From an optimization exercise on the open Yosys and OpenROAD flow, aimed at small area and a short achievable clock period; shortcuts taken in it are not production practice. No functional check of the RTL was part of any run shown here.

## flow/design.v (module list and top-level ports; edited modules follow where they fit)
// module clktrans: 38 lines
// module differpd: 32 lines
// module monostable: 39 lines
// module controldivfreq: 34 lines
// module syncout: 42 lines
// module BitSync: 52 lines
// module qpsk_demod: 3188 lines
// module fa1: 4 lines
// module ha1: 4 lines
module qpsk_demod (
    input         clk,
    input         rst,
    input  [15:0] in_i,
    input  [15:0] in_q,
    output [15:0] i_sync,
    output [15:0] q_sync,
    output        bit_sync,
    output [31:0] sym_iq
);
  // ...
==> flow/run.sh <==
#!/bin/bash
# synth_recipe.tcl (not shown) runs the flow's synth.tcl, then flattens the netlist and writes it again
# the make line also repeats each setting of config.mk as NAME=value (left out here)
make -C /OpenROAD-flow-scripts/flow DESIGN_CONFIG=/design/flow/config.mk WORK_HOME=/design/flow/orfs CLKGATE_MAP_FILE= SYNTH_SCRIPT=/design/flow/synth_recipe.tcl finish
==> flow/config.mk <==
export PLATFORM = sky130hd
export DESIGN_NAME = qpsk_demod
export DESIGN_NICKNAME = qpsk_demod
export VERILOG_FILES = /design/flow/design.v
export SDC_FILE = /design/flow/constraint.sdc
export NUM_CORES = 4
export LEC_CHECK = 0
export CAP_MARGIN = 20
export CORE_MARGIN = 2
export CORE_UTILIZATION = 40
export SETUP_SLACK_MARGIN = 5
export SLEW_MARGIN = 20
export SYNTH_HIERARCHICAL = 1
export SYNTH_MEMORY_MAX_BITS = 65536
==> flow/constraint.sdc <==
create_clock -name core_clock -period 8.5 [get_ports {clk}]
set_input_delay 1.7000 -clock core_clock [delete_from_list [all_inputs] [get_ports {clk}]]
set_output_delay 1.7000 -clock core_clock [all_outputs]
set_load 0.01 [all_outputs]
==> impl_metrics.csv, run 1 <==
group,metric,value,unit
route,postRouteAntennaNets,0,
die,initial_core_util,40.1,%
synth,ys.warnings.count,260,
placed_design,port_buffers,98,
grt,grtUsageMet2,37.6,%
worst_setup_path,cp.arrival,4400,ps
worst_setup_path,critPathLaunch,"a4[2]",
sta,setup_ws,4890,ps
grt,grt-busiest-layer,"met2",
outcome,status,"timing/DRC/antenna clean",
finish,nFlopsAndLatches,1776,
die,io_pins,99,
worst_setup_path,path_delay_family,"compound AO/OA/AOI/OAI gates",
grt,grt_first_pass_wirelength,327000,um
sta,skew,96.1,ps
finish,nNonClkBuffers,243,
die,die_w,429,um
finish,instances_no_fill,8622,
grt,use_met1,29.1,%
run,maxCapViolations,0,
worst_setup_path,crit_end,"u_r[4]",
grt,grt_pass1_vias,50193,
worst_setup_path,r2r-start,"a4[2]",
cts,clock_path_buffers,3,
finish,largest_class,"sequential cells",
sta,hold_viol_final,0,
cts,cts_made_buffers,173,
finish,mostFrequentLayoutCells,"dfxtp_1, xnor2_1, fa_1",
sta,fmax,0.277,GHz
hold_path,hp-class,"flop to flop",
==> run 2: changes to the inputs <==
--- a/flow/design.v
+++ b/flow/design.v
@@ -247,313 +247,196 @@
 );
   reg [6:0] cnt;
   always @(posedge clk or posedge rst)
     if (rst) cnt <= 7'd0;
     else if (!cnt[6]) cnt <= cnt + 7'd1;
   wire run7  = cnt[6] | (|cnt[5:3]) | (&cnt[2:0]);
   wire run64 = cnt[6];
   reg  [15:0] re_o, im_o;             
-  reg  [15:0] plus, minus;
+  wire [15:0] plus  = re_o[15] ? (16'd0 - im_o) : im_o;
+  wire [15:0] minus = im_o[15] ? (16'd0 - re_o) : re_o;
+  reg  [16:0] pdg;
+  always @(posedge clk) pdg <= {plus[15], plus} - {minus[15], minus};
   reg  [16:0] pdr;
-  always @(posedge clk) begin
-    plus  <= re_o[15] ? (16'd0 - im_o) : im_o;
-    minus <= im_o[15] ? (16'd0 - re_o) : re_o;
-  end
   always @(posedge clk or posedge rst)
     if (rst) pdr <= 17'd0;
-    else     pdr <= {plus[15], plus} - {minus[15], minus};
+    else     pdr <= pdg;
   reg  [17*64-1:0] dl;                
   always @(posedge clk) dl <= {dl[17*63-1:0], pdr};
   wire [16:0] old = run64 ? dl[17*64-1:17*63] : 17'd0;
   reg  [22:0] sum;
   always @(posedge clk or posedge rst)
     if (rst) sum <= 23'd0;
     else     sum <= sum + {{6{pdr[16]}}, pdr} - {{6{old[16]}}, old};
   reg  [22:0] sum_d;
   always @(posedge clk) sum_d <= sum;
   reg  [25:0] acc;
   always @(posedge clk or posedge rst)
     if (rst) acc <= 26'd0;
     else     acc <= acc - {{3{sum_d[22]}}, sum_d};
-  reg  [9:0] a1, a2, a3, a4;
+  reg  [9:0] a1, a2, a3;
+  always @(posedge clk) begin
+    a1 <= acc[25:16]; a2 <= a1; a3 <= a2;
+  end
+  wire       big = a3[7] & (|a3[6:0]);
+  reg  [7:0] mf;
+  reg  [1:0] qd4;
+  reg        sw4;
   always @(posedge clk) begin
-    a1 <= acc[25:16]; a2 <= a1; a3 <= a2; a4 <= a3;
+    mf  <= big ? (8'd0 - a3[7:0]) : a3[7:0];
+    qd4 <= a3[9:8];
+    sw4 <= big ^ a3[8];
   end
-  reg [14:0] u, v;
+  reg [14:0] ts, tc;
   always @(*) begin
-    case (a4[7:0])
-      8'd0: begin u = 15'd0; v = 15'd32767; end
-      8'd1: begin u = 15'd201; v = 15'd32766; end
-      8'd2: begin u = 15'd402; v = 15'd32765; end
-      8'd3: begin u = 15'd603; v = 15'd32761; end
-      8'd4: begin u = 15'd804; v = 15'd32757; end
-      8'd5: begin u = 15'd1005; v = 15'd32752; end
-      8'd6: begin u = 15'd1206; v = 15'd32745; end
-      8'd7: begin u = 15'd1407; v = 15'd32737; end
-      8'd8: begin u = 15'd1608; v = 15'd32728; end
-      8'd9: begin u = 15'd1809; v = 15'd32717; end
-      8'd10: begin u = 15'd2009; v = 15'd32705; end
-      8'd11: begin u = 15'd2210; v = 15'd32692; end
-      8'd12: begin u = 15'd2410; v = 15'd32678; end
-      8'd13: begin u = 15'd2611; v = 15'd32663; end
-      8'd14: begin u = 15'd2811; v = 15'd32646; end
-      8'd15: begin u = 15'd3012; v = 15'd32628; end
-      8'd16: begin u = 15'd3212; v = 15'd32609; end
-      8'd17: begin u = 15'd3412; v = 15'd32589; end
-      8'd18: begin u = 15'd3612; v = 15'd32567; end
-      8'd19: begin u = 15'd3811; v = 15'd32545; end
-      8'd20: begin u = 15'd4011; v = 15'd32521; end
-      8'd21: begin u = 15'd4210; v = 15'd32495; end
-      8'd22: begin u = 15'd4410; v = 15'd32469; end
-      8'd23: begin u = 15'd4609; v = 15'd32441; end
-      8'd24: begin u = 15'd4808; v = 15'd32412; end
-      8'd25: begin u = 15'd5007; v = 15'd32382; end
-      8'd26: begin u = 15'd5205; v = 15'd32351; end
-      8'd27: begin u = 15'd5404; v = 15'd32318; end
-      8'd28: begin u = 15'd5602; v = 15'd32285; end
-      8'd29: begin u = 15'd5800; v = 15'd32250; end
-      8'd30: begin u = 15'd5998; v = 15'd32213; end
-      8'd31: begin u = 15'd6195; v = 15'd32176; end
-      8'd32: begin u = 15'd6393; v = 15'd32137; end
-      8'd33: begin u = 15'd6590; v = 15'd32098; end
-      8'd34: begin u = 15'd6786; v = 15'd32057; end
-      8'd35: begin u = 15'd6983; v = 15'd32014; end
-      8'd36: begin u = 15'd7179; v = 15'd31971; end
-      8'd37: begin u = 15'd7375; v = 15'd31926; end
-      8'd38: begin u = 15'd7571; v = 15'd31880; end
-      8'd39: begin u = 15'd7767; v = 15'd31833; end
-      8'd40: begin u = 15'd7962; v = 15'd31785; end
-      8'd41: begin u = 15'd8157; v = 15'd31736; end
-      8'd42: begin u = 15'd8351; v = 15'd31685; end
-      8'd43: begin u = 15'd8545; v = 15'd31633; end
-      8'd44: begin u = 15'd8739; v = 15'd31580; end
-      8'd45: begin u = 15'd8933; v = 15'd31526; end
-      8'd46: begin u = 15'd9126; v = 15'd31470; end
-      8'd47: begin u = 15'd9319; v = 15'd31414; end
-      8'd48: begin u = 15'd9512; v = 15'd31356; end
-      8'd49: begin u = 15'd9704; v = 15'd31297; end
-      8'd50: begin u = 15'd9896; v = 15'd31237; end
-      8'd51: begin u = 15'd10087; v = 15'd31176; end
-      8'd52: begin u = 15'd10278; v = 15'd31113; end
-      8'd53: begin u = 15'd10469; v = 15'd31050; end
-      8'd54: begin u = 15'd10659; v = 15'd30985; end
-      8'd55: begin u = 15'd10849; v = 15'd30919; end
-      8'd56: begin u = 15'd11039; v = 15'd30852; end
-      8'd57: begin u = 15'd11228; v = 15'd30783; end
-      8'd58: begin u = 15'd11417; v = 15'd30714; end
-      8'd59: begin u = 15'd11605; v = 15'd30643; end
-      8'd60: begin u = 15'd11793; v = 15'd30571; end
-      8'd61: begin u = 15'd11980; v = 15'd30498; end
-      8'd62: begin u = 15'd12167; v = 15'd30424; end
-      8'd63: begin u = 15'd12353; v = 15'd30349; end
-      8'd64: begin u = 15'd12539; v = 15'd30273; end
-      8'd65: begin u = 15'd12725; v = 15'd30195; end
-      8'd66: begin u = 15'd12910; v = 15'd30117; end
-      8'd67: begin u = 15'd13094; v = 15'd30037; end
-      8'd68: begin u = 15'd13279; v = 15'd29956; end
-      8'd69: begin u = 15'd13462; v = 15'd29874; end
-      8'd70: begin u = 15'd13645; v = 15'd29791; end
-      8'd71: begin u = 15'd13828; v = 15'd29706; end
-      8'd72: begin u = 15'd14010; v = 15'd29621; end
-      8'd73: begin u = 15'd14191; v = 15'd29534; end
-      8'd74: begin u = 15'd14372; v = 15'd29447; end
-      8'd75: begin u = 15'd14553; v = 15'd29358; end
-      8'd76: begin u = 15'd14732; v = 15'd29268; end
-      8'd77: begin u = 15'd14912; v = 15'd29177; end
-      8'd78: begin u = 15'd15090; v = 15'd29085; end
-      8'd79: begin u = 15'd15269; v = 15'd28992; end
-      8'd80: begin u = 15'd15446; v = 15'd28898; end
-      8'd81: begin u = 15'd15623; v = 15'd28803; end
-      8'd82: begin u = 15'd15800; v = 15'd28706; end
-      8'd83: begin u = 15'd15976; v = 15'd28609; end
-      8'd84: begin u = 15'd16151; v = 15'd28510; end
-      8'd85: begin u = 15'd16325; v = 15'd28411; end
-      8'd86: begin u = 15'd16499; v = 15'd28310; end
-      8'd87: begin u = 15'd16673; v = 15'd28208; end
-      8'd88: begin u = 15'd16846; v = 15'd28105; end
-      8'd89: begin u = 15'd17018; v = 15'd28001; end
-      8'd90: begin u = 15'd17189; v = 15'd27896; end
-      8'd91: begin u = 15'd17360; v = 15'd27790; end
-      8'd92: begin u = 15'd17530; v = 15'd27683; end
-      8'd93: begin u = 15'd17700; v = 15'd27575; end
-      8'd94: begin u = 15'd17869; v = 15'd27466; end
-      8'd95: begin u = 15'd18037; v = 15'd27356; end
-      8'd96: begin u = 15'd18204; v = 15'd27245; end
-      8'd97: begin u = 15'd18371; v = 15'd27133; end
-      8'd98: begin u = 15'd18537; v = 15'd27019; end
-      8'd99: begin u = 15'd18703; v = 15'd26905; end
-      8'd100: begin u = 15'd18868; v = 15'd26790; end
-      8'd101: begin u = 15'd19032; v = 15'd26674; end
-      8'd102: begin u = 15'd19195; v = 15'd26556; end
-      8'd103: begin u = 15'd19357; v = 15'd26438; end
-      8'd104: begin u = 15'd19519; v = 15'd26319; end
-      8'd105: begin u = 15'd19680; v = 15'd26198; end
-      8'd106: begin u = 15'd19841; v = 15'd26077; end
-      8'd107: begin u = 15'd20000; v = 15'd25955; end
-      8'd108: begin u = 15'd20159; v = 15'd25832; end
-      8'd109: begin u = 15'd20317; v = 15'd25708; end
-      8'd110: begin u = 15'd20475; v = 15'd25582; end
-      8'd111: begin u = 15'd20631; v = 15'd25456; end
-      8'd112: begin u = 15'd20787; v = 15'd25329; end
-      8'd113: begin u = 15'd20942; v = 15'd25201; end
-      8'd114: begin u = 15'd21096; v = 15'd25072; end
-      8'd115: begin u = 15'd21250; v = 15'd24942; end
-      8'd116: begin u = 15'd21403; v = 15'd24811; end
-      8'd117: begin u = 15'd21554; v = 15'd24680; end
-      8'd118: begin u = 15'd21705; v = 15'd24547; end
-      8'd119: begin u = 15'd21856; v = 15'd24413; end
-      8'd120: begin u = 15'd22005; v = 15'd24279; end
-      8'd121: begin u = 15'd22154; v = 15'd24143; end
-      8'd122: begin u = 15'd22301; v = 15'd24007; end
-      8'd123: begin u = 15'd22448; v = 15'd23870; end
-      8'd124: begin u = 15'd22594; v = 15'd23731; end
-      8'd125: begin u = 15'd22739; v = 15'd23592; end
-      8'd126: begin u = 15'd22884; v = 15'd23452; end
-      8'd127: begin u = 15'd23027; v = 15'd23311; end
-      8'd128: begin u = 15'd23170; v = 15'd23170; end
-      8'd129: begin u = 15'd23311; v = 15'd23027; end
-      8'd130: begin u = 15'd23452; v = 15'd22884; end
-      8'd131: begin u = 15'd23592; v = 15'd22739; end
-      8'd132: begin u = 15'd23731; v = 15'd22594; end
-      8'd133: begin u = 15'd23870; v = 15'd22448; end
-      8'd134: begin u = 15'd24007; v = 15'd22301; end
-      8'd135: begin u = 15'd24143; v = 15'd22154; end
-      8'd136: begin u = 15'd24279; v = 15'd22005; end
-      8'd137: begin u = 15'd24413; v = 15'd21856; end
-      8'd138: begin u = 15'd24547; v = 15'd21705; end
-      8'd139: begin u = 15'd24680; v = 15'd21554; end
-      8'd140: begin u = 15'd24811; v = 15'd21403; end
-      8'd141: begin u = 15'd24942; v = 15'd21250; end
-      8'd142: begin u = 15'd25072; v = 15'd21096; end
-      8'd143: begin u = 15'd25201; v = 15'd20942; end
-      8'd144: begin u = 15'd25329; v = 15'd20787; end
-      8'd145: begin u = 15'd25456; v = 15'd20631; end
-      8'd146: begin u = 15'd25582; v = 15'd20475; end
-      8'd147: begin u = 15'd25708; v = 15'd20317; end
-      8'd148: begin u = 15'd25832; v = 15'd20159; end
-      8'd149: begin u = 15'd25955; v = 15'd20000; end
-      8'd150: begin u = 15'd26077; v = 15'd19841; end
-      8'd151: begin u = 15'd26198; v = 15'd19680; end
-      8'd152: begin u = 15'd26319; v = 15'd19519; end
-      8'd153: begin u = 15'd26438; v = 15'd19357; end
-      8'd154: begin u = 15'd26556; v = 15'd19195; end
-      8'd155: begin u = 15'd26674; v = 15'd19032; end
-      8'd156: begin u = 15'd26790; v = 15'd18868; end
-      8'd157: begin u = 15'd26905; v = 15'd18703; end
-      8'd158: begin u = 15'd27019; v = 15'd18537; end
-      8'd159: begin u = 15'd27133; v = 15'd18371; end
-      8'd160: begin u = 15'd27245; v = 15'd18204; end
-      8'd161: begin u = 15'd27356; v = 15'd18037; end
-      8'd162: begin u = 15'd27466; v = 15'd17869; end
-      8'd163: begin u = 15'd27575; v = 15'd17700; end
-      8'd164: begin u = 15'd27683; v = 15'd17530; end
-      8'd165: begin u = 15'd27790; v = 15'd17360; end
-      8'd166: begin u = 15'd27896; v = 15'd17189; end
-      8'd167: begin u = 15'd28001; v = 15'd17018; end
-      8'd168: begin u = 15'd28105; v = 15'd16846; end
-      8'd169: begin u = 15'd28208; v = 15'd16673; end
-      8'd170: begin u = 15'd28310; v = 15'd16499; end
-      8'd171: begin u = 15'd28411; v = 15'd16325; end
-      8'd172: begin u = 15'd28510; v = 15'd16151; end
-      8'd173: begin u = 15'd28609; v = 15'd15976; end
-      8'd174: begin u = 15'd28706; v = 15'd15800; end
-      8'd175: begin u = 15'd28803; v = 15'd15623; end
-      8'd176: begin u = 15'd28898; v = 15'd15446; end
-      8'd177: begin u = 15'd28992; v = 15'd15269; end
-      8'd178: begin u = 15'd29085; v = 15'd15090; end
-      8'd179: begin u = 15'd29177; v = 15'd14912; end
-      8'd180: begin u = 15'd29268; v = 15'd14732; end
-      8'd181: begin u = 15'd29358; v = 15'd14553; end
-      8'd182: begin u = 15'd29447; v = 15'd14372; end
-      8'd183: begin u = 15'd29534; v = 15'd14191; end
-      8'd184: begin u = 15'd29621; v = 15'd14010; end
-      8'd185: begin u = 15'd29706; v = 15'd13828; end
-      8'd186: begin u = 15'd29791; v = 15'd13645; end
-      8'd187: begin u = 15'd29874; v = 15'd13462; end
-      8'd188: begin u = 15'd29956; v = 15'd13279; end
-      8'd189: begin u = 15'd30037; v = 15'd13094; end
-      8'd190: begin u = 15'd30117; v = 15'd12910; end
-      8'd191: begin u = 15'd30195; v = 15'd12725; end
-      8'd192: begin u = 15'd30273; v = 15'd12539; end
-      8'd193: begin u = 15'd30349; v = 15'd12353; end
-      8'd194: begin u = 15'd30424; v = 15'd12167; end
-      8'd195: begin u = 15'd30498; v = 15'd11980; end
-      8'd196: begin u = 15'd30571; v = 15'd11793; end
-      8'd197: begin u = 15'd30643; v = 15'd11605; end
-      8'd198: begin u = 15'd30714; v = 15'd11417; end
-      8'd199: begin u = 15'd30783; v = 15'd11228; end
-      8'd200: begin u = 15'd30852; v = 15'd11039; end
-      8'd201: begin u = 15'd30919; v = 15'd10849; end
-      8'd202: begin u = 15'd30985; v = 15'd10659; end
-      8'd203: begin u = 15'd31050; v = 15'd10469; end
-      8'd204: begin u = 15'd31113; v = 15'd10278; end
-      8'd205: begin u = 15'd31176; v = 15'd10087; end
-      8'd206: begin u = 15'd31237; v = 15'd9896; end
-      8'd207: begin u = 15'd31297; v = 15'd9704; end
-      8'd208: begin u = 15'd31356; v = 15'd9512; end
-      8'd209: begin u = 15'd31414; v = 15'd9319; end
-      8'd210: begin u = 15'd31470; v = 15'd9126; end
-      8'd211: begin u = 15'd31526; v = 15'd8933; end
-      8'd212: begin u = 15'd31580; v = 15'd8739; end
-      8'd213: begin u = 15'd31633; v = 15'd8545; end
-      8'd214: begin u = 15'd31685; v = 15'd8351; end
-      8'd215: begin u = 15'd31736; v = 15'd8157; end
-      8'd216: begin u = 15'd31785; v = 15'd7962; end
-      8'd217: begin u = 15'd31833; v = 15'd7767; end
-      8'd218: begin u = 15'd31880; v = 15'd7571; end
-      8'd219: begin u = 15'd31926; v = 15'd7375; end
-      8'd220: begin u = 15'd31971; v = 15'd7179; end
-      8'd221: begin u = 15'd32014; v = 15'd6983; end
-      8'd222: begin u = 15'd32057; v = 15'd6786; end
-      8'd223: begin u = 15'd32098; v = 15'd6590; end
-      8'd224: begin u = 15'd32137; v = 15'd6393; end
-      8'd225: begin u = 15'd32176; v = 15'd6195; end
-      8'd226: begin u = 15'd32213; v = 15'd5998; end
-      8'd227: begin u = 15'd32250; v = 15'd5800; end
-      8'd228: begin u = 15'd32285; v = 15'd5602; end
-      8'd229: begin u = 15'd32318; v = 15'd5404; end
-      8'd230: begin u = 15'd32351; v = 15'd5205; end
-      8'd231: begin u = 15'd32382; v = 15'd5007; end
-      8'd232: begin u = 15'd32412; v = 15'd4808; end
-      8'd233: begin u = 15'd32441; v = 15'd4609; end
-      8'd234: begin u = 15'd32469; v = 15'd4410; end
-      8'd235: begin u = 15'd32495; v = 15'd4210; end
-      8'd236: begin u = 15'd32521; v = 15'd4011; end
-      8'd237: begin u = 15'd32545; v = 15'd3811; end
-      8'd238: begin u = 15'd32567; v = 15'd3612; end
-      8'd239: begin u = 15'd32589; v = 15'd3412; end
-      8'd240: begin u = 15'd32609; v = 15'd3212; end
-      8'd241: begin u = 15'd32628; v = 15'd3012; end
-      8'd242: begin u = 15'd32646; v = 15'd2811; end
-      8'd243: begin u = 15'd32663; v = 15'd2611; end
-      8'd244: begin u = 15'd32678; v = 15'd2410; end
-      8'd245: begin u = 15'd32692; v = 15'd2210; end
-      8'd246: begin u = 15'd32705; v = 15'd2009; end
-      8'd247: begin u = 15'd32717; v = 15'd1809; end
-      8'd248: begin u = 15'd32728; v = 15'd1608; end
-      8'd249: begin u = 15'd32737; v = 15'd1407; end
-      8'd250: begin u = 15'd32745; v = 15'd1206; end
-      8'd251: begin u = 15'd32752; v = 15'd1005; end
-      8'd252: begin u = 15'd32757; v = 15'd804; end
-      8'd253: begin u = 15'd32761; v = 15'd603; end
-      8'd254: begin u = 15'd32765; v = 15'd402; end
-      8'd255: begin u = 15'd32766; v = 15'd201; end
-      default: begin u = 15'd0; v = 15'd0; end
+    case (mf)
+      8'd0: begin ts = 15'd0; tc = 15'd32767; end
+      8'd1: begin ts = 15'd201; tc = 15'd32766; end
+      8'd2: begin ts = 15'd402; tc = 15'd32765; end
+      8'd3: begin ts = 15'd603; tc = 15'd32761; end
+      8'd4: begin ts = 15'd804; tc = 15'd32757; end
+      8'd5: begin ts = 15'd1005; tc = 15'd32752; end
+      8'd6: begin ts = 15'd1206; tc = 15'd32745; end
+      8'd7: begin ts = 15'd1407; tc = 15'd32737; end
+      8'd8: begin ts = 15'd1608; tc = 15'd32728; end
+      8'd9: begin ts = 15'd1809; tc = 15'd32717; end
+      8'd10: begin ts = 15'd2009; tc = 15'd32705; end
+      8'd11: begin ts = 15'd2210; tc = 15'd32692; end
+      8'd12: begin ts = 15'd2410; tc = 15'd32678; end
+      8'd13: begin ts = 15'd2611; tc = 15'd32663; end
+      8'd14: begin ts = 15'd2811; tc = 15'd32646; end
+      8'd15: begin ts = 15'd3012; tc = 15'd32628; end
+      8'd16: begin ts = 15'd3212; tc = 15'd32609; end
+      8'd17: begin ts = 15'd3412; tc = 15'd32589; end
+      8'd18: begin ts = 15'd3612; tc = 15'd32567; end
+      8'd19: begin ts = 15'd3811; tc = 15'd32545; end
+      8'd20: begin ts = 15'd4011; tc = 15'd32521; end
+      8'd21: begin ts = 15'd4210; tc = 15'd32495; end
+      8'd22: begin ts = 15'd4410; tc = 15'd32469; end
+      8'd23: begin ts = 15'd4609; tc = 15'd32441; end
+      8'd24: begin ts = 15'd4808; tc = 15'd32412; end
+      8'd25: begin ts = 15'd5007; tc = 15'd32382; end
+      8'd26: begin ts = 15'd5205; tc = 15'd32351; end
+      8'd27: begin ts = 15'd5404; tc = 15'd32318; end
+      8'd28: begin ts = 15'd5602; tc = 15'd32285; end
+      8'd29: begin ts = 15'd5800; tc = 15'd32250; end
+      8'd30: begin ts = 15'd5998; tc = 15'd32213; end
+      8'd31: begin ts = 15'd6195; tc = 15'd32176; end
+      8'd32: begin ts = 15'd6393; tc = 15'd32137; end
+      8'd33: begin ts = 15'd6590; tc = 15'd32098; end
+      8'd34: begin ts = 15'd6786; tc = 15'd32057; end
+      8'd35: begin ts = 15'd6983; tc = 15'd32014; end
+      8'd36: begin ts = 15'd7179; tc = 15'd31971; end
+      8'd37: begin ts = 15'd7375; tc = 15'd31926; end
+      8'd38: begin ts = 15'd7571; tc = 15'd31880; end
+      8'd39: begin ts = 15'd7767; tc = 15'd31833; end
+      8'd40: begin ts = 15'd7962; tc = 15'd31785; end
+      8'd41: begin ts = 15'd8157; tc = 15'd31736; end
+      8'd42: begin ts = 15'd8351; tc = 15'd31685; end
+      8'd43: begin ts = 15'd8545; tc = 15'd31633; end
+      8'd44: begin ts = 15'd8739; tc = 15'd31580; end
+      8'd45: begin ts = 15'd8933; tc = 15'd31526; end
+      8'd46: begin ts = 15'd9126; tc = 15'd31470; end
+      8'd47: begin ts = 15'd9319; tc = 15'd31414; end
+      8'd48: begin ts = 15'd9512; tc = 15'd31356; end
+      8'd49: begin ts = 15'd9704; tc = 15'd31297; end
+      8'd50: begin ts = 15'd9896; tc = 15'd31237; end
+      8'd51: begin ts = 15'd10087; tc = 15'd31176; end
+      8'd52: begin ts = 15'd10278; tc = 15'd31113; end
+      8'd53: begin ts = 15'd10469; tc = 15'd31050; end
+      8'd54: begin ts = 15'd10659; tc = 15'd30985; end
+      8'd55: begin ts = 15'd10849; tc = 15'd30919; end
+      8'd56: begin ts = 15'd11039; tc = 15'd30852; end
+      8'd57: begin ts = 15'd11228; tc = 15'd30783; end
+      8'd58: begin ts = 15'd11417; tc = 15'd30714; end
+      8'd59: begin ts = 15'd11605; tc = 15'd30643; end
+      8'd60: begin ts = 15'd11793; tc = 15'd30571; end
+      8'd61: begin ts = 15'd11980; tc = 15'd30498; end
+      8'd62: begin ts = 15'd12167; tc = 15'd30424; end
+      8'd63: begin ts = 15'd12353; tc = 15'd30349; end
+      8'd64: begin ts = 15'd12539; tc = 15'd30273; end
+      8'd65: begin ts = 15'd12725; tc = 15'd30195; end
+      8'd66: begin ts = 15'd12910; tc = 15'd30117; end
+      8'd67: begin ts = 15'd13094; tc = 15'd30037; end
+      8'd68: begin ts = 15'd13279; tc = 15'd29956; end
+      8'd69: begin ts = 15'd13462; tc = 15'd29874; end
+      8'd70: begin ts = 15'd13645; tc = 15'd29791; end
+      8'd71: begin ts = 15'd13828; tc = 15'd29706; end
+      8'd72: begin ts = 15'd14010; tc = 15'd29621; end
+      8'd73: begin ts = 15'd14191; tc = 15'd29534; end
+      8'd74: begin ts = 15'd14372; tc = 15'd29447; end
+      8'd75: begin ts = 15'd14553; tc = 15'd29358; end
+      8'd76: begin ts = 15'd14732; tc = 15'd29268; end
+      8'd77: begin ts = 15'd14912; tc = 15'd29177; end
+      8'd78: begin ts = 15'd15090; tc = 15'd29085; end
+      8'd79: begin ts = 15'd15269; tc = 15'd28992; end
+      8'd80: begin ts = 15'd15446; tc = 15'd28898; end
+      8'd81: begin ts = 15'd15623; tc = 15'd28803; end
+      8'd82: begin ts = 15'd15800; tc = 15'd28706; end
+      8'd83: begin ts = 15'd15976; tc = 15'd28609; end
+      8'd84: begin ts = 15'd16151; tc = 15'd28510; end
+      8'd85: begin ts = 15'd16325; tc = 15'd28411; end
+      8'd86: begin ts = 15'd16499; tc = 15'd28310; end
+      8'd87: begin ts = 15'd16673; tc = 15'd28208; end
+      8'd88: begin ts = 15'd16846; tc = 15'd28105; end
+      8'd89: begin ts = 15'd17018; tc = 15'd28001; end
+      8'd90: begin ts = 15'd17189; tc = 15'd27896; end
+      8'd91: begin ts = 15'd17360; tc = 15'd27790; end
+      8'd92: begin ts = 15'd17530; tc = 15'd27683; end
+      8'd93: begin ts = 15'd17700; tc = 15'd27575; end
+      8'd94: begin ts = 15'd17869; tc = 15'd27466; end
+      8'd95: begin ts = 15'd18037; tc = 15'd27356; end
+      8'd96: begin ts = 15'd18204; tc = 15'd27245; end
+      8'd97: begin ts = 15'd18371; tc = 15'd27133; end
+      8'd98: begin ts = 15'd18537; tc = 15'd27019; end
+      8'd99: begin ts = 15'd18703; tc = 15'd26905; end
+      8'd100: begin ts = 15'd18868; tc = 15'd26790; end
+      8'd101: begin ts = 15'd19032; tc = 15'd26674; end
+      8'd102: begin ts = 15'd19195; tc = 15'd26556; end
+      8'd103: begin ts = 15'd19357; tc = 15'd26438; end
+      8'd104: begin ts = 15'd19519; tc = 15'd26319; end
+      8'd105: begin ts = 15'd19680; tc = 15'd26198; end
+      8'd106: begin ts = 15'd19841; tc = 15'd26077; end
+      8'd107: begin ts = 15'd20000; tc = 15'd25955; end
+      8'd108: begin ts = 15'd20159; tc = 15'd25832; end
+      8'd109: begin ts = 15'd20317; tc = 15'd25708; end
+      8'd110: begin ts = 15'd20475; tc = 15'd25582; end
+      8'd111: begin ts = 15'd20631; tc = 15'd25456; end
+      8'd112: begin ts = 15'd20787; tc = 15'd25329; end
+      8'd113: begin ts = 15'd20942; tc = 15'd25201; end
+      8'd114: begin ts = 15'd21096; tc = 15'd25072; end
+      8'd115: begin ts = 15'd21250; tc = 15'd24942; end
+      8'd116: begin ts = 15'd21403; tc = 15'd24811; end
+      8'd117: begin ts = 15'd21554; tc = 15'd24680; end
+      8'd118: begin ts = 15'd21705; tc = 15'd24547; end
+      8'd119: begin ts = 15'd21856; tc = 15'd24413; end
+      8'd120: begin ts = 15'd22005; tc = 15'd24279; end
+      8'd121: begin ts = 15'd22154; tc = 15'd24143; end
+      8'd122: begin ts = 15'd22301; tc = 15'd24007; end
+      8'd123: begin ts = 15'd22448; tc = 15'd23870; end
+      8'd124: begin ts = 15'd22594; tc = 15'd23731; end
+      8'd125: begin ts = 15'd22739; tc = 15'd23592; end
+      8'd126: begin ts = 15'd22884; tc = 15'd23452; end
+      8'd127: begin ts = 15'd23027; tc = 15'd23311; end
+      8'd128: begin ts = 15'd23170; tc = 15'd23170; end
+      default: begin ts = 15'd0; tc = 15'd0; end
     endcase
   end
-  reg [14:0] u_r, v_r;
+  reg [14:0] ts_r, tc_r;
   reg [1:0]  qd;
+  reg        sw;
   always @(posedge clk) begin
-    u_r <= u;
-    v_r <= v;
-    qd  <= a4[9:8];
+    ts_r <= ts;
+    tc_r <= tc;
+    qd   <= qd4;
+    sw   <= sw4;
   end
-  wire [14:0] smag = qd[0] ? v_r : u_r;
-  wire [14:0] cmag = qd[0] ? u_r : v_r;
+  wire [14:0] smag = sw ? tc_r : ts_r;
+  wire [14:0] cmag = sw ? ts_r : tc_r;
   wire        ssgn = qd[1];
   wire        csgn = qd[1] ^ qd[0];
   wire [16:0] sx = {2'b00, smag, 1'b0};
   wire [16:0] cx = {2'b00, cmag, 1'b0};
   reg  [7:0] rc_one, rc_two, rc_neg, rs_one, rs_two, rs_neg;
   reg  [7:0] is_one, is_two, is_neg, ic_one, ic_two, ic_neg;
   integer j;
   always @(posedge clk)
@@ -3371,28 +3254,25 @@
   reg im_r1809_q; assign im_r1809 = im_r1809_q;
   reg im_r1810_q; assign im_r1810 = im_r1810_q;
   reg im_r1811_q; assign im_r1811 = im_r1811_q;
   reg im_r1812_q; assign im_r1812 = im_r1812_q;
   reg im_r1813_q; assign im_r1813 = im_r1813_q;
   reg im_r1814_q; assign im_r1814 = im_r1814_q;
   wire [32:0] re_a = {re5_c970, re5_c968, re5_c966, re5_c964, re5_c962, re5_c960, re5_c958, re5_c956, re5_c954, re5_c952, re5_c950, re5_c948, re5_c946, re5_c944, re5_c942, re5_c940, re5_c938, re5_c936, re5_c934, re5_c932, re5_c930, re5_c928, re5_c926, re5_c924, re5_c922, re5_c920, re5_c918, re5_c916, re5_c914, re5_c912, re5_c910, re5_c908, re5_s907};
   wire [32:0] re_b = {re4_c906, re5_s969, re5_s967, re5_s965, re5_s963, re5_s961, re5_s959, re5_s957, re5_s955, re5_s953, re5_s951, re5_s949, re5_s947, re5_s945, re5_s943, re5_s941, re5_s939, re5_s937, re5_s935, re5_s933, re5_s931, re5_s929, re5_s927, re5_s925, re5_s923, re5_s921, re5_s919, re5_s917, re5_s915, re5_s913, re5_s911, re5_s909, re_r724};
-  wire [17:0] re_lo = {1'b0, re_a[16:0]} + {1'b0, re_b[16:0]};
+  wire [32:0] re_s = re_a + re_b;
   wire [32:0] im_a = {im5_c1940, im5_c1938, im5_c1936, im5_c1934, im5_c1932, im5_c1930, im5_c1928, im5_c1926, im5_c1924, im5_c1922, im5_c1920, im5_c1918, im5_c1916, im5_c1914, im5_c1912, im5_c1910, im5_c1908, im5_c1906, im5_c1904, im5_c1902, im5_c1900, im5_c1898, im5_c1896, im5_c1894, im5_c1892, im5_c1890, im5_c1888, im5_c1886, im5_c1884, im5_c1882, im5_c1880, im5_c1878, im5_s1877};
   wire [32:0] im_b = {im4_c1876, im5_s1939, im5_s1937, im5_s1935, im5_s1933, im5_s1931, im5_s1929, im5_s1927, im5_s1925, im5_s1923, im5_s1921, im5_s1919, im5_s1917, im5_s1915, im5_s1913, im5_s1911, im5_s1909, im5_s1907, im5_s1905, im5_s1903, im5_s1901, im5_s1899, im5_s1897, im5_s1895, im5_s1893, im5_s1891, im5_s1889, im5_s1887, im5_s1885, im5_s1883, im5_s1881, im5_s1879, im_r1694};
-  wire [17:0] im_lo = {1'b0, im_a[16:0]} + {1'b0, im_b[16:0]};
-  reg [15:0] re_ha, re_hb, im_ha, im_hb;
-  reg        re_c, im_c;
+  wire [32:0] im_s = im_a + im_b;
+  reg [15:0] re_h, im_h;
   always @(posedge clk) begin
-    re_ha <= re_a[32:17]; re_hb <= re_b[32:17]; re_c <= re_lo[17];
-    im_ha <= im_a[32:17]; im_hb <= im_b[32:17]; im_c <= im_lo[17];
+    re_h <= re_s[32:17];
+    im_h <= im_s[32:17];
   end
-  wire [15:0] re_h = re_ha + re_hb + {15'd0, re_c};
-  wire [15:0] im_h = im_ha + im_hb + {15'd0, im_c};
   always @(posedge clk or posedge rst)
     if (rst) begin
       re_o <= 16'd0;
       im_o <= 16'd0;
     end else begin
       re_o <= run7 ? re_h : 16'd0;
       im_o <= run7 ? im_h : 16'd0;
     end
==> run 2 against run 1 <==
Against the previous run: wire length shrank 19%; final cell count shrank 7.5%; register-to-register slack lost 30 ps; highest routed layer unchanged.
==> impl_metrics.csv, run 2 <==
group,metric,value,unit
outcome,status,"timing/DRC/antenna clean",
finish,largest_register_ffs,1088,
sta,fin_crit,3630,ps
finish,fillers,15205,
worst_setup_path,cpMaxStageDelayCell,"fa_1",
worst_setup_path,critPathMaxStageDelay,540,ps
worst_setup_path,path_delay_family,"compound AO/OA/AOI/OAI gates",
grt,grt_max_degree,74,
cts,cts_made_buffers,166,
die,core-area,0.170,mm^2
route,postRouteAntennaNets,0,
die,initial_core_util,40.3,%
placed_design,gp_congestion,0.914,
worst_setup_path,crit_cells,13,
worst_setup_path,rr_endpoint,"im_h[15]",
die,dieArea,0.174,mm^2
finish,utilization,46.2,%
worst_setup_path,r2r-start,"im_r1773_q",
placed_design,port_buffers,98,
cts,cts-root-buf,"clkbuf_16",
grt,grt_pass1_vias,44560,
sta,fmax,0.275,GHz
sta,tightest_slew,1170,ps
worst_setup_path,critPathKind,"flop to flop",
placed_design,place_inst,7619,
sta,skew,60.4,ps
sta,rsz0062_at_grt,"yes",
grt,overflow,0,
hold_path,hp-class,"flop to flop",
route,vias,42399,
worst_setup_path,startpoint_type,"flop",
grt,grtUsageTotal,20.1,%
grt,grt_first_pass_wirelength,271000,um
worst_setup_path,required,9160,ps
synth,ys.warnings.count,260,
worst_setup_path,crit_end,"im_h[15]",
die,io_pins,99,
route,wl_per_cell,22.2,um
run,maxCapViolations,0,
sta,final-max-slew-violation-count,0,
worst_setup_path,crit_chain,"fa_1, fa_1, ha_2, a21o_1, a21o_1, a21oi_1, o21ai_0, o21bai_4, buf_12, a311o_1, a21o_1, a21o_1, xnor2_1",
route,post-route-drc-count,0,
sta,setup_violations,0,
synth,syn_area,0.0684,mm^2
synth,synthesis.instances,5580,
route,via_per_inst,5.32,
finish,syn_to_final_growth,14.6,%
finish,nets,6377,
sta,fin_crit_sh,42.7,%
sta,tns,0,ps
worst_setup_path,end_kind,"flop",
cts,cts_htree_levels,4,
cts,worstSkewPairLatency,810,ps
sta,hold_viol_final,0,
grt,antenna_found_initial,4,
worst_setup_path,r2r_cells,13,
worst_setup_path,cp_max_fo,6,
worst_setup_path,worst-path-buf-inv,1,
synth,synth_area_per_cell,12.3,um^2
die,row_count,151,
worst_setup_path,critPathLaunch,"im_r1773_q",
route,dr.pass1.iters,6,
sta,relSlewSlack,22.2,%
cts,cts.sinks,1729,
cts,cts_hold_buf,0,
worst_setup_path,cp_common_cell,"a21o_1",
worst_setup_path,reg2reg_slack,4870,ps
cts,clk_pin_slew_worst_paths,60,ps
finish,regMostFlops,"dl",
die,die_w,418,um
finish,layout.cells.most_common,"dfxtp_1",
cts,cts_tree,"built",
finish,largest_registers,"dl (1088), iq_out_bitsync (32), acc (26)",
route,routed_wl,177000,um
finish,instances_no_fill,7972,
finish,drive_gt1_share,11.2,%
finish,mostFrequentLayoutCells,"dfxtp_1, xnor2_1, fa_1",
die,die_h,418,um
route,initialDrtViolationCount,3601,
placed_design,place_hpwl,112000,um
cts,clock_path_buffers,3,
worst_setup_path,cp.arrival,4290,ps
run 2: stage by stage:
step | setup WS, ps | hold slack, ps | instance area (um^2)
after floorplan | 5050 | 310 | 68500
after global placement | 4260 | 310 | 71500
after detailed placement | 4290 | 312 | 71500
after CTS | 4900 | 258 | 77900
after global routing | 4760 | 265 | 78400
final | 4870 | 269 | 78400
run 2: final cells by class:
class / instances / area [um^2] / share of cell area, %
clock inverters: 80 / 1010 / 1.29
flip-flops and latches: 1729 / 35600 / 45.4
repair inverters: 1 / 5.00 / 0.00638
multi-input cells: 3285 / 31400 / 40.0
well taps: 2218 / 2780 / 3.54
diodes: 1 / 2.50 / 0.00319
repair buffers: 239 / 2280 / 2.91
clock buffers: 221 / 4660 / 5.95
inverters: 198 / 754 / 0.962
run 2: metal layers:
| metal | GRT usage [%] | share of wire, % | vias up |
|---|---|---|---|
| li1 | - | - | 18864 |
| met1 | 25.6 | 42 | 21293 |
| met2 | 32.8 | 47 | 1706 |
| met3 | 3.95 | 6.8 | 534 |
| met4 | 9.74 | 4.8 | 2 |
| met5 | 0 | 0.0085 | - |
run 2: repair_timing:
| item | 4_1_cts | 5_1_grt |
|---|---|---|
| gates cloned | 2 | 2 |
| buffers inserted | 30 | 16 |
| setup endpoints to repair | 152 | 72 |
| pin swaps | 21 | 31 |
| endpoints found under the hold margin | 0 | 0 |
| resized for setup | 137 | 80 |
run 2: how the worst min path moves through the flow:
| stage | from | endpoint | cells after the start |
|---|---|---|---|
| after global routing | dl[269] | dl[286] | 0 |
| after CTS | dl[202] | dl[219] | 0 |
| after floorplan | a1[0] | a2[0] | 0 |
| after detailed placement | dl[554] | dl[571] | 0 |
| final | dl[202] | dl[219] | 0 |
| after global placement | dl[597] | dl[614] | 0 |
==> run 3: changes to the inputs <==
--- a/flow/config.mk
+++ b/flow/config.mk
@@ -6,4 +6,5 @@
 export NUM_CORES = 4
 export LEC_CHECK = 0
+export ABC_CLOCK_PERIOD_IN_PS = 3000
 export CAP_MARGIN = 20
 export CORE_MARGIN = 2
==> run 3 against run 2 <==
Against the previous run: still clean; core utilization unchanged; hold slack unchanged; critical path type unchanged; critical endpoint unchanged.
==> impl_metrics.csv, run 3 <==
group,metric,value,unit
finish,layout.cells.most_common,"dfxtp_1",
synth,synth_area_per_cell,12.3,um^2
route,vias,42399,
route,postRouteAntennaNets,0,
sta,setup_ws,4870,ps
synth,syn_area,0.0684,mm^2
worst_setup_path,cp_max_fo,6,
worst_setup_path,worst-path-buf-inv,1,
grt,antenna_found_initial,4,
grt,grt_pass1_vias,44560,
worst_setup_path,critPathMaxStageDelay,540,ps
finish,utilization,46.2,%
placed_design,placed_cell_area,0.0715,mm^2
route,routed_wl,177000,um
cts,clk_pin_slew_worst_paths,60,ps
worst_setup_path,critPathKind,"flop to flop",
grt,grtUsageTotal,20.1,%
route,via_per_inst,5.32,
worst_setup_path,cp_common_cell,"a21o_1",
route,dr_wl_met3,12000,um
finish,mostFrequentLayoutCells,"dfxtp_1, xnor2_1, fa_1",
die,row_count,151,
route,initialDrtViolationCount,3601,
cts,cts_tree,"built",
worst_setup_path,required,9160,ps
hold_path,hp-class,"flop to flop",
route,wl_per_cell,22.2,um
sta,relSlewSlack,22.2,%
die,initial_core_util,40.3,%
sta,final-max-slew-violation-count,0,
sta,hold_viol_final,0,
cts,clock_path_buffers,3,
synth,ys.warnings.count,260,
outcome,status,"timing/DRC/antenna clean",
die,io_pins,99,
sta,setup_violations,0,
worst_setup_path,crit_chain,"fa_1, fa_1, ha_2, a21o_1, a21o_1, a21oi_1, o21ai_0, o21bai_4, buf_12, a311o_1, a21o_1, a21o_1, xnor2_1",
finish,regArea,0.0356,mm^2
sta,fin_crit,3630,ps
worst_setup_path,cpMaxStageDelayCell,"fa_1",
die,dieArea,0.174,mm^2
cts,cts_made_buffers,166,
finish,regMostFlops,"dl",
worst_setup_path,end_kind,"flop",
die,die_h,418,um
cts,cts.sinks,1729,
route,dr.pass1.iters,6,
finish,drive_gt1_share,11.2,%
worst_setup_path,startpoint_type,"flop",
synth,synthesis.instances,5580,
die,core-area,0.170,mm^2
sta,rsz0062_at_grt,"yes",
run,maxCapViolations,0,
placed_design,port_buffers,98,
sta,fmax,0.275,GHz
die,die_w,418,um
placed_design,place_ws,4290,ps
finish,fillers,15205,
worst_setup_path,path_delay_family,"compound AO/OA/AOI/OAI gates",
sta,tns,0,ps
route,met1Wirelength,73600,um
route,dr_wl_met2,83100,um
finish,final_cell_area,0.0784,mm^2
sta,skew,60.4,ps
route,highest_layer,"met5",
finish,syn_to_final_growth,14.6,%
finish,largest_registers,"dl (1088), iq_out_bitsync (32), acc (26)",
cts,cts-root-buf,"clkbuf_16",
cts,cts_htree_levels,4,
route,post-route-drc-count,0,
worst_setup_path,cp.arrival,4290,ps
sta,fin_crit_sh,42.7,%
placed_design,place_hpwl,112000,um
finish,multi_input_area,0.0314,mm^2
grt,overflow,0,
cts,worstSkewPairLatency,810,ps
finish,largest_register_ffs,1088,
sta,tightest_slew,1170,ps
finish,nets,6377,
grt,grt_max_degree,74,
placed_design,gp_congestion,0.914,
grt,grt_first_pass_wirelength,271000,um
-- run 3: worst reg2reg max path, cell delays in order, from the launching register on --
cell and delay, ps:
dfxtp_1 310, fa_1 510, fa_1 540, ha_2 310
a21o_1 170, a21o_1 180, a21oi_1 190, o21ai_0 130
o21bai_4 200, buf_12 140, a311o_1 330, a21o_1 210
a21o_1 170, xnor2_1 120
-- run 3: worst paths after layout --
kind / from / to / slack, ps / depth (start not counted)
min: dl[202] / dl[219] / 270 / 0
min in group asynchronous: rst / tb_bs.u7.sync / 1330 / 2
max reg2reg: im_r1773_q / im_h[15] / 4870 / 13
max in group asynchronous: rst / re_o[15] / 6000 / 3
max: im_r1773_q / im_h[15] / 4870 / 13
min reg2reg: dl[202] / dl[219] / 270 / 0
-- run 3: cell type report --
cell class	count	share of cell area [%]
repair buffers	239	2.91
repair inverters	1	0.00638
well taps	2218	3.54
clock inverters	80	1.29
diodes	1	0.00319
flip-flops and latches	1729	45.4
multi-input cells	3285	40.0
clock buffers	221	5.95
inverters	198	0.962
-- run 3: through the flow --
| stage | std cells | hold slack [ps] |
|---|---|---|
| floorplan | 5595 | 310 |
| global placement | 7619 | 310 |
| detailed placement | 7619 | 312 |
| CTS | 7952 | 258 |
| global route | 7971 | 265 |
| finish | 7972 | 269 |
-- run 3: per-layer routing --
| layer | track usage, % | vias to the layer above |
|---|---|---|
| li1 | - | 18864 |
| met1 | 25.6 | 21293 |
| met2 | 32.8 | 1706 |
| met3 | 3.95 | 534 |
| met4 | 9.74 | 2 |
| met5 | 0 | - |
-- run 3: what timing repair did --
item / 4_1_cts / 5_1_grt
hold buffers: 0 / 0
endpoints found under the hold margin: 0 / 0
gates cloned: 2 / 2
buffers inserted: 30 / 16
endpoints found under the setup margin: 152 / 72
gates resized for setup: 137 / 80
pin swaps: 21 / 31
==> run 4: changes to the inputs <==
==> flow/flow/run.sh (new file) <==
#!/bin/bash
set -euo pipefail
bash standard.sh SETUP_SLACK_MARGIN=6 finish > flow_standard.log 2>&1
==> flow/standard.sh (new file) <==
#!/bin/bash
# synth_recipe.tcl (not shown) runs the flow's synth.tcl, then flattens the netlist and writes it again
# the make line also repeats each setting of config.mk as NAME=value (left out here)
make -C /OpenROAD-flow-scripts/flow DESIGN_CONFIG=/design/flow/config.mk WORK_HOME=/design/flow/orfs CLKGATE_MAP_FILE= SYNTH_SCRIPT=/design/flow/synth_recipe.tcl "${@:-finish}"
--- a/flow/config.mk
+++ b/flow/config.mk
@@ -6,5 +6,4 @@
 export NUM_CORES = 4
 export LEC_CHECK = 0
-export ABC_CLOCK_PERIOD_IN_PS = 3000
 export CAP_MARGIN = 20
 export CORE_MARGIN = 2
removed: flow/run.sh
==> run 4 against run 3 <==
Against the previous run: fmax down 0.26%; flip-flop and latch count unchanged; critical path depth down 1; hold slack better by 29 ps; synthesized area unchanged; global-route usage up 3.5 points; synthesized cell count unchanged; final cell count up 5.5%; largest cell class unchanged; highest routed layer unchanged.
==> impl_metrics.csv, run 4 <==
group,metric,value,unit
synth,ys.warnings.count,260,
route,routed_wl,210000,um
placed_design,port_buffers,98,
grt,grt_pass1_vias,47728,
sta,hold_viol_final,0,
worst_setup_path,r2r_cells,12,
placed_design,placed_cell_area,0.0727,mm^2
die,initial_core_util,40.3,%
sta,tightest_slew,978,ps
sta,final-max-slew-violation-count,0,
worst_setup_path,crit_end,"im_h[15]",
hold_path,hp-class,"flop to flop",
hold_path,min_from,"dl[24]",
sta,fmax,0.275,GHz
die,core-area,0.170,mm^2
sta,setup_violations,0,
finish,regMostFlops,"dl",
cts,clock_path_buffers,3,
worst_setup_path,startpoint_type,"flop",
worst_setup_path,r2r-start,"im_r1733_q",
route,via_per_inst,5.43,
finish,fillers,14046,
cts,cts_tree,"built",
worst_setup_path,cp.arrival,4310,ps
worst_setup_path,required,9170,ps
finish,final_cell_area,0.0887,mm^2
placed_design,gp_congestion,0.932,
sta,fin_crit,3640,ps
cts,worstSkewPairLatency,800,ps
die,row_count,151,
cts,clk_pin_slew_worst_paths,60,ps
finish,drive_gt1_share,30.6,%
sta,fin_crit_sh,42.8,%
grt,antenna_found_initial,9,
run,maxCapViolations,0,
worst_setup_path,reg2reg_slack,4860,ps
cts,cts_made_buffers,165,
worst_setup_path,rr_endpoint,"im_h[15]",
route,initialDrtViolationCount,4122,
die,die_h,418,um
synth,synth_area_per_cell,12.3,um^2
sta,skew,46.2,ps
grt,grt_first_pass_wirelength,308000,um
synth,syn_area,0.0684,mm^2
route,vias,45624,
die,io_pins,99,
route,postRouteAntennaNets,0,
sta,rsz0062_at_grt,"yes",
worst_setup_path,end_kind,"flop",
cts,cts-root-buf,"clkbuf_16",
sta,tns,0,ps
die,dieArea,0.174,mm^2
worst_setup_path,critPathLaunch,"im_r1733_q",
finish,instances_no_fill,8408,
grt,grtUsageTotal,23.6,%
outcome,status,"timing/DRC/antenna clean",
placed_design,place_inst,7607,
grt,grt_max_degree,74,
route,post-route-drc-count,0,
cts,cts_htree_levels,4,
route,wl_per_cell,24.9,um
sta,relSlewSlack,34.1,%
finish,layout.cells.most_common,"dfxtp_1",
die,die_w,418,um
worst_setup_path,critPathKind,"flop to flop",
route,dr.pass1.iters,5,
worst_setup_path,cp_max_fo,4,
finish,nets,6808,
grt,overflow,0,
cts,cts.sinks,1729,
finish,syn_to_final_growth,29.6,%
synth,synthesis.instances,5580,
placed_design,place_hpwl,112000,um
finish,largest_registers,"dl (1088), iq_out_bitsync (32), acc (26)",
finish,largest_register_ffs,1088,
finish,mostFrequentLayoutCells,"dfxtp_1, xnor2_1, a22oi_1",
==> run 4: final cells by class <==
cell class	count	area, um^2	share of cell area [%]
diodes	5	12.5	0.0141
clock buffers	229	4860	5.48
clock inverters	72	1080	1.21
inverters	198	773	0.872
multi-input cells	3285	35000	39.4
flip-flops and latches	1729	35700	40.3
well taps	2218	2780	3.13
repair buffers	670	8490	9.57
repair inverters	2	12.5	0.0141
==> run 4: layer usage <==
metal  vias to the layer above  GRT usage [%]  wire [um]
met4                         4           15.8      16100
met5                         -              0         24
met1                     22517           28.0      78500
met3                       866           6.96      20000
li1                      19782              -          -
met2                      2455           37.1      95100
==> run 4: metrics by stage <==
step	utilization (%)	setup WS [ps]	hold slack, ps
3_5_place_dp	42.8	4050	312
4_1_cts	51.1	4880	289
2_1_floorplan	-	5060	310
6_report	52.3	4860	298
3_3_place_gp	42.8	4090	311
5_1_grt	52.3	4780	305
==> run 4: critical path: stages (launching register included) <==
cell and delay (ps):
dfxtp_2 320, fa_1 550, fa_1 450, ha_4 250, a211o_1 270, a211oi_2 200, o211ai_1 180, a21boi_2 310
o21bai_4 180, a311o_1 340, a21o_1 190, a21o_1 170, xnor2_1 110
==> run 4: worst min-delay path by stage <==
stage	endpoint	slack, ps	cells after the start
finish	dl[41]	300	0
global placement	dl[610]	310	0
detailed placement	dl[714]	310	0
CTS	dl[41]	290	0
global route	dl[41]	300	0
floorplan	a2[0]	310	0
==> run 4: timing repair <==
item                                    in CTS  in global routing
endpoints found under the setup margin     416                409
gates cloned                                46                  6
setup buffers                              363                 80
hold buffers                                 0                  0
resized for setup                         1098                276
endpoints found under the hold margin        0                  0
pin swaps                                  394                242

==> afterwards: timing with drivers on the ports <==
How much do the figures lean on ideal ports? The routed layouts below were timed once more, with nothing changed but the port constraints. Step 1, drivers: a clkbuf_16 drives clk and a buf_2 each remaining input, both assumed. Step 2 also shifts input and output timing later by t, the mid clock arrival at the registers, as if the neighbouring blocks saw the same clock. a / b / c = no drivers / after step 1 / after step 2; a / b = the first two.
run | t (ns) | slack for setup (ns) | worst setup path at the end | worst slew at a driven data input, ns
run 1 | 0.910 | 4.895 / 4.895 / 4.889 | input, reset recovery | 0.09
run 2 | 0.859 | 4.868 / 4.868 / 4.868 | register to register | 0.10
run 3 | 0.859 | 4.868 / 4.868 / 4.868 | register to register | 0.10
run 4 | 0.863 | 4.859 / 4.859 / 4.859 | register to register | 0.08
After both steps every run listed still meets setup and hold. For run 1, which loses most, drivers alone change the setup slack by 0.000 ns; drivers and shift together by -0.006 ns. The worst setup slack also covers recovery checks on asynchronous resets.
